Background: an optimization exercise with open tools, aiming at small area and a short achievable clock period. Do not read the settings as production practice. RTL that was checked went through simulation tests only; none was proved equivalent to the original. No driver is modelled on the clock port, so clocking that relies on it looks cheaper here than on a real chip. Power figures rest on the tool's default switching activity, not on a simulated workload.

Design easyobv_lb, start of the top module:
module easyobv_lb
(
    input logic clk,
    input logic rst,
    input logic pause,
    input logic clear,
    output logic timeout,
    input logic [87:0] instr_tdata,
    input logic instr_tvalid,
    output logic instr_tready,
    output logic [63:0] traffic_tdata,
    output logic traffic_tvalid,
    output logic [7:0] traffic_tkeep,
    output logic traffic_tlast,
    output logic [3:0] traffic_tdest,
    input logic traffic_tready,
    input logic [63:0] rx_mon_tdata,
    input logic rx_mon_tvalid,
    input logic rx_mon_tready,
    input logic [7:0] rx_mon_tkeep,
    input logic rx_mon_tlast,
    input logic [3:0] rx_mon_tdest,
    output logic mismatch,
    output logic [19:0] time_cnt,
    output logic [19:0] tx_pkt_cnt,
    output logic [19:0] tx_time_elapsed,
    output logic [19:0] tx_transferred_size,
    output logic [19:0] rx_pkt_cnt,
    output logic [19:0] rx_time_elapsed,
    output logic [19:0] rx_transferred_size,
    output logic [19:0] latency_sum
);
Size in the first run: ~4900 cells after synthesis, about 2100 flip-flops.
export LEC_CHECK = 0
export ABC_CLOCK_PERIOD_IN_PS = 3500
export CAP_MARGIN = 20
export CORE_MARGIN = 2
export CORE_UTILIZATION = 55
export SETUP_SLACK_MARGIN = 3.3
export SLEW_MARGIN = 20
create_clock -name core_clock -period 7.0 [get_ports {clk}]
run.sh (not shown) runs the stock make flow with config.mk's settings and CLKGATE_MAP_FILE= SYNTH_SCRIPT=/design/flow/synth_recipe.tcl, a recipe that flattens the netlist after the stock synthesis.
The baseline completed with no timing, DRC or antenna violations.
Change:
ABC_CLOCK_PERIOD_IN_PS = unset   (was 3500)
CORE_UTILIZATION = 40   (was 55)
SETUP_SLACK_MARGIN = unset   (was 3.3)
What happened: First-iteration DRC count came out higher by a few percent. Critical path depth is unchanged. Final cell count came out higher by a little under a tenth. Utilization came out lower by 18 points.
No functional check of the RTL was part of any run of this note.

* * *

Another version of the RTL of easyobv_lb (not shown whole).
For scale: about 6,000 cells after synthesis, ~83,000 um2 of cells after synthesis.
Settings: LEC_CHECK=0, CAP_MARGIN=20, CORE_MARGIN=2, CORE_UTILIZATION=55, CTS_CLUSTER_DIAMETER=80, CTS_CLUSTER_SIZE=24, SETUP_SLACK_MARGIN=3.9, SLEW_MARGIN=20, SYNTH_HIERARCHICAL=1, SYNTH_MINIMUM_KEEP_SIZE=0; clock period 7.0 ns.
standard.sh (not shown) runs the stock make flow with config.mk's settings and CLKGATE_MAP_FILE= SYNTH_SCRIPT=/design/flow/synth_recipe.tcl, a recipe that flattens the netlist after the stock synthesis.
==> flow/flow/run.sh <==
#!/bin/bash
# The standard layout, with plain buf_1 cells as the port buffers instead of the
# delay buffers buffer_ports picks by default.
set -euo pipefail
export BUFFER_PORTS_ARGS="-buffer_cell sky130_fd_sc_hd__buf_1"
bash standard.sh > standard_flow.log 2>&1
The starting point finished clean.
Edit:
- CORE_UTILIZATION: 55 -> 70
Core utilization rose by 16 points.
Final area fell slightly.
Die area fell by about a fifth.
Global-route usage rose by 6.3 points.
Count of clock-buffer cells in the layout rose by 11.
Clock skew fell by 0.026 ns.
Total power fell by a few percent.
Setup slack hardly moves.
Maximum frequency stays flat.

* * *

Another version of the RTL of easyobv_lb (not shown whole).
Size: about 6200 cells after synthesis.
## easyobv_lb
module easyobv_lb
(
    input logic clk,
    input logic rst,
    input logic pause,
    input logic clear,
    output logic timeout,
    input logic [87:0] instr_tdata,
    input logic instr_tvalid,
    output logic instr_tready,
    output logic [63:0] traffic_tdata,
    output logic traffic_tvalid,
    output logic [7:0] traffic_tkeep,
    output logic traffic_tlast,
    output logic [3:0] traffic_tdest,
    input logic traffic_tready,
    input logic [63:0] rx_mon_tdata,
    input logic rx_mon_tvalid,
    input logic rx_mon_tready,
    input logic [7:0] rx_mon_tkeep,
    input logic rx_mon_tlast,
    input logic [3:0] rx_mon_tdest,
    output logic mismatch,
    output logic [19:0] time_cnt,
    output logic [19:0] tx_pkt_cnt,
    output logic [19:0] tx_time_elapsed,
    output logic [19:0] tx_transferred_size,
    output logic [19:0] rx_pkt_cnt,
    output logic [19:0] rx_time_elapsed,
    output logic [19:0] rx_transferred_size,
    output logic [19:0] latency_sum
);
==> flow/config.mk <==
export PLATFORM = sky130hd
export DESIGN_NAME = easyobv_lb
export DESIGN_NICKNAME = easyobv_lb
export VERILOG_FILES = /design/flow/design.v
export SDC_FILE = /design/flow/constraint.sdc
export NUM_CORES = 4
export LEC_CHECK = 0
export CAP_MARGIN = 20
export CORE_MARGIN = 2
export CORE_UTILIZATION = 80
export CTS_CLUSTER_DIAMETER = 90
export CTS_CLUSTER_SIZE = 28
export SETUP_SLACK_MARGIN = 3.9
export SLEW_MARGIN = 20
export SYNTH_HIERARCHICAL = 1
export SYNTH_MINIMUM_KEEP_SIZE = 0
==> flow/constraint.sdc <==
create_clock -name core_clock -period 7.0 [get_ports {clk}]
set_input_delay 1.4000 -clock core_clock [delete_from_list [all_inputs] [get_ports {clk}]]
set_output_delay 1.4000 -clock core_clock [all_outputs]
set_load 0.01 [all_outputs]
==> flow/flow/run.sh <==
#!/bin/bash
# The standard layout, with two changes: plain buf_1 cells as the port buffers instead
# of the delay buffers buffer_ports picks by default, and, after clock tree synthesis,
# the gate that drives the instr_tready port takes its inputs straight from the port
# buffers (eco.tcl) rather than through the buffers placement put after them.
set -euo pipefail
export BUFFER_PORTS_ARGS="-buffer_cell sky130_fd_sc_hd__buf_1"
bash standard.sh cts > standard_cts.log 2>&1
R=orfs/results/sky130hd/easyobv_lb/base
printf 'read_db %s\nsource flow/eco.tcl\nwrite_db %s\n' $R/4_cts.odb $R/4_cts.odb > eco_run.tcl
openroad -no_init -exit eco_run.tcl > eco.log 2>&1
bash standard.sh > standard_finish.log 2>&1
==> flow/flow/eco.tcl <==
# Shorten the input-to-output path to instr_tready: its gate takes its inputs
# straight from the port buffers, and the gate and the output buffer are upsized.
proc drv_inst {net} {
  foreach it [$net getITerms] {
    if {[$it isOutputSignal]} { return [$it getInst] }
  }
  return ""
}
proc in_net {inst} {
  foreach it [$inst getITerms] {
    if {[$it isInputSignal] && [$it getNet] != "NULL"} { return [$it getNet] }
  }
  return ""
}
set block [ord::get_db_block]
set obuf [drv_inst [[$block findBTerm instr_tready] getNet]]
set gate [drv_inst [in_net $obuf]]
puts "output buffer [$obuf getName] [[$obuf getMaster] getName], gate [$gate getName] [[$gate getMaster] getName]"
foreach it [$gate getITerms] {
  if {![$it isInputSignal]} continue
  set net [$it getNet]
  set d [drv_inst $net]
  # walk back through buffers to the port buffer
  while {$d != "" && [string match "*buf*" [[$d getMaster] getName]] && ![string match "input*" [$d getName]]} {
    set up [in_net $d]
    set dd [drv_inst $up]
    if {$dd == ""} break
    set net $up
    set d $dd
  }
  if {$net != [$it getNet]} {
    puts "  [$it getMTerm] ([[$it getMTerm] getName]): [[$it getNet] getName] -> [$net getName]"
    $it disconnect
    $it connect $net
  }
}
Then changed:
--- a/flow/config.mk
+++ b/flow/config.mk
@@ -8,8 +8,8 @@
 export CAP_MARGIN = 20
 export CORE_MARGIN = 2
-export CORE_UTILIZATION = 80
+export CORE_UTILIZATION = 70
 export CTS_CLUSTER_DIAMETER = 90
 export CTS_CLUSTER_SIZE = 28
-export SETUP_SLACK_MARGIN = 3.9
+export SETUP_SLACK_MARGIN = 3.8
 export SLEW_MARGIN = 20
 export SYNTH_HIERARCHICAL = 1
The changed run finished with timing, DRC and antenna clean.
Flip-flop and latch count stays the same.
Count of clock-buffer cells in the layout fell by 8.
First-iteration DRC count fell by 20%.
Worst hold slack is better by 8.4 ps.
Sequential share of layout area rises by 0.19 points.
Then changed:
--- a/flow/config.mk
+++ b/flow/config.mk
@@ -11,5 +11,5 @@
 export CTS_CLUSTER_DIAMETER = 90
 export CTS_CLUSTER_SIZE = 28
-export SETUP_SLACK_MARGIN = 3.8
+export SETUP_SLACK_MARGIN = 4.1
 export SLEW_MARGIN = 20
 export SYNTH_HIERARCHICAL = 1
Power is higher slightly.
Setup slack degrades by 17 ps.
Final cell count climbs slightly.
Hold slack gets worse by 8.9 ps.
Utilization came out higher by 1.3 points.
Synthesized cell count is unchanged.
Then changed:
--- a/flow/config.mk
+++ b/flow/config.mk
@@ -11,5 +11,5 @@
 export CTS_CLUSTER_DIAMETER = 90
 export CTS_CLUSTER_SIZE = 28
-export SETUP_SLACK_MARGIN = 4.1
+export SETUP_SLACK_MARGIN = 3.7
 export SLEW_MARGIN = 20
 export SYNTH_HIERARCHICAL = 1
After rerunning: Synthesized cell count does not change. Routed wire length shrinks by 2.5%. Die area does not change. Cell area shrinks by 1.7%.
Then changed:
--- a/flow/config.mk
+++ b/flow/config.mk
@@ -8,8 +8,8 @@
 export CAP_MARGIN = 20
 export CORE_MARGIN = 2
-export CORE_UTILIZATION = 70
+export CORE_UTILIZATION = 75
 export CTS_CLUSTER_DIAMETER = 90
 export CTS_CLUSTER_SIZE = 28
-export SETUP_SLACK_MARGIN = 3.7
+export SETUP_SLACK_MARGIN = 3.9
 export SLEW_MARGIN = 20
 export SYNTH_HIERARCHICAL = 1
Result:
- The new run passed the timing, DRC and antenna checks
- power is about the same
- non-clock buffer count goes up by 4
- area after synthesis stays the same
- utilization goes up by 5.7 points
- die area goes down by 6.6%
- cell area goes up by 0.55%
- count of clock-buffer cells in the layout goes up by 11
- global-route usage goes up by 2.7 points
- worst setup slack is better by 61 ps
- flip-flop and latch count is unchanged

==> static timing again, ports no longer ideal <==
The results above use ideal ports. As a check the final layouts listed here were re-extracted and re-timed, cells and wires unchanged. Step 1 (the two cells are an assumption about what drives the block):
set clk [get_ports {clk}]
set_driving_cell -lib_cell sky130_fd_sc_hd__clkbuf_16 $clk
set_driving_cell -lib_cell sky130_fd_sc_hd__buf_2 [delete_from_list [all_inputs] $clk]
Step 2, shift: input delay + t, output delay - t, t = (earliest + latest rising clock arrival at the registers) / 2. This alone moves slack from input paths to output paths. Three values: no drivers, after step 1, after step 2; two values: the first two.
run | shift t [ns] | setup slack, ns | worst hold slack (ns) | worst setup path at the end | clock arrival spread, ns
the first run of note 1 | 0.895 | 2.710 / 2.730 / 1.835 | 0.438 / 0.438 / 0.438 | input to register | 0.044 / 0.044
the second run of note 1 | 0.909 | 1.537 / 1.604 / 0.695 | 0.447 / 0.447 / 0.447 | input to register | 0.099 / 0.100
the first run of note 2 | 0.841 | 3.639 / 3.598 / 2.997 | 0.444 / 0.444 / 0.444 | input to register | 0.056 / 0.056
the second run of note 2 | 0.812 | 3.639 / 3.592 / 3.090 | 0.450 / 0.450 / 0.450 | input to register | 0.038 / 0.037
the first run of note 3 | 0.792 | 3.758 / 3.706 / 2.997 | 0.440 / 0.440 / 0.440 | input to register | 0.032 / 0.033
the second run of note 3 | 0.788 | 3.781 / 3.732 / 3.087 | 0.449 / 0.449 / 0.449 | input to register | 0.036 / 0.037
the third run of note 3 | 0.799 | 3.764 / 3.717 / 3.190 | 0.440 / 0.440 / 0.440 | input to register | 0.043 / 0.043
the fourth run of note 3 | 0.802 | 3.719 / 3.688 / 2.955 | 0.453 / 0.453 / 0.453 | input to register | 0.035 / 0.036
the fifth run of note 3 | 0.794 | 3.780 / 3.714 / 3.085 | 0.447 / 0.447 / 0.447 | input to register | 0.029 / 0.029
After both steps every run listed still meets setup and hold. The setup slack of the first run of note 1, which loses most, moves by +0.020 ns with the drivers and by -0.875 ns with both steps.
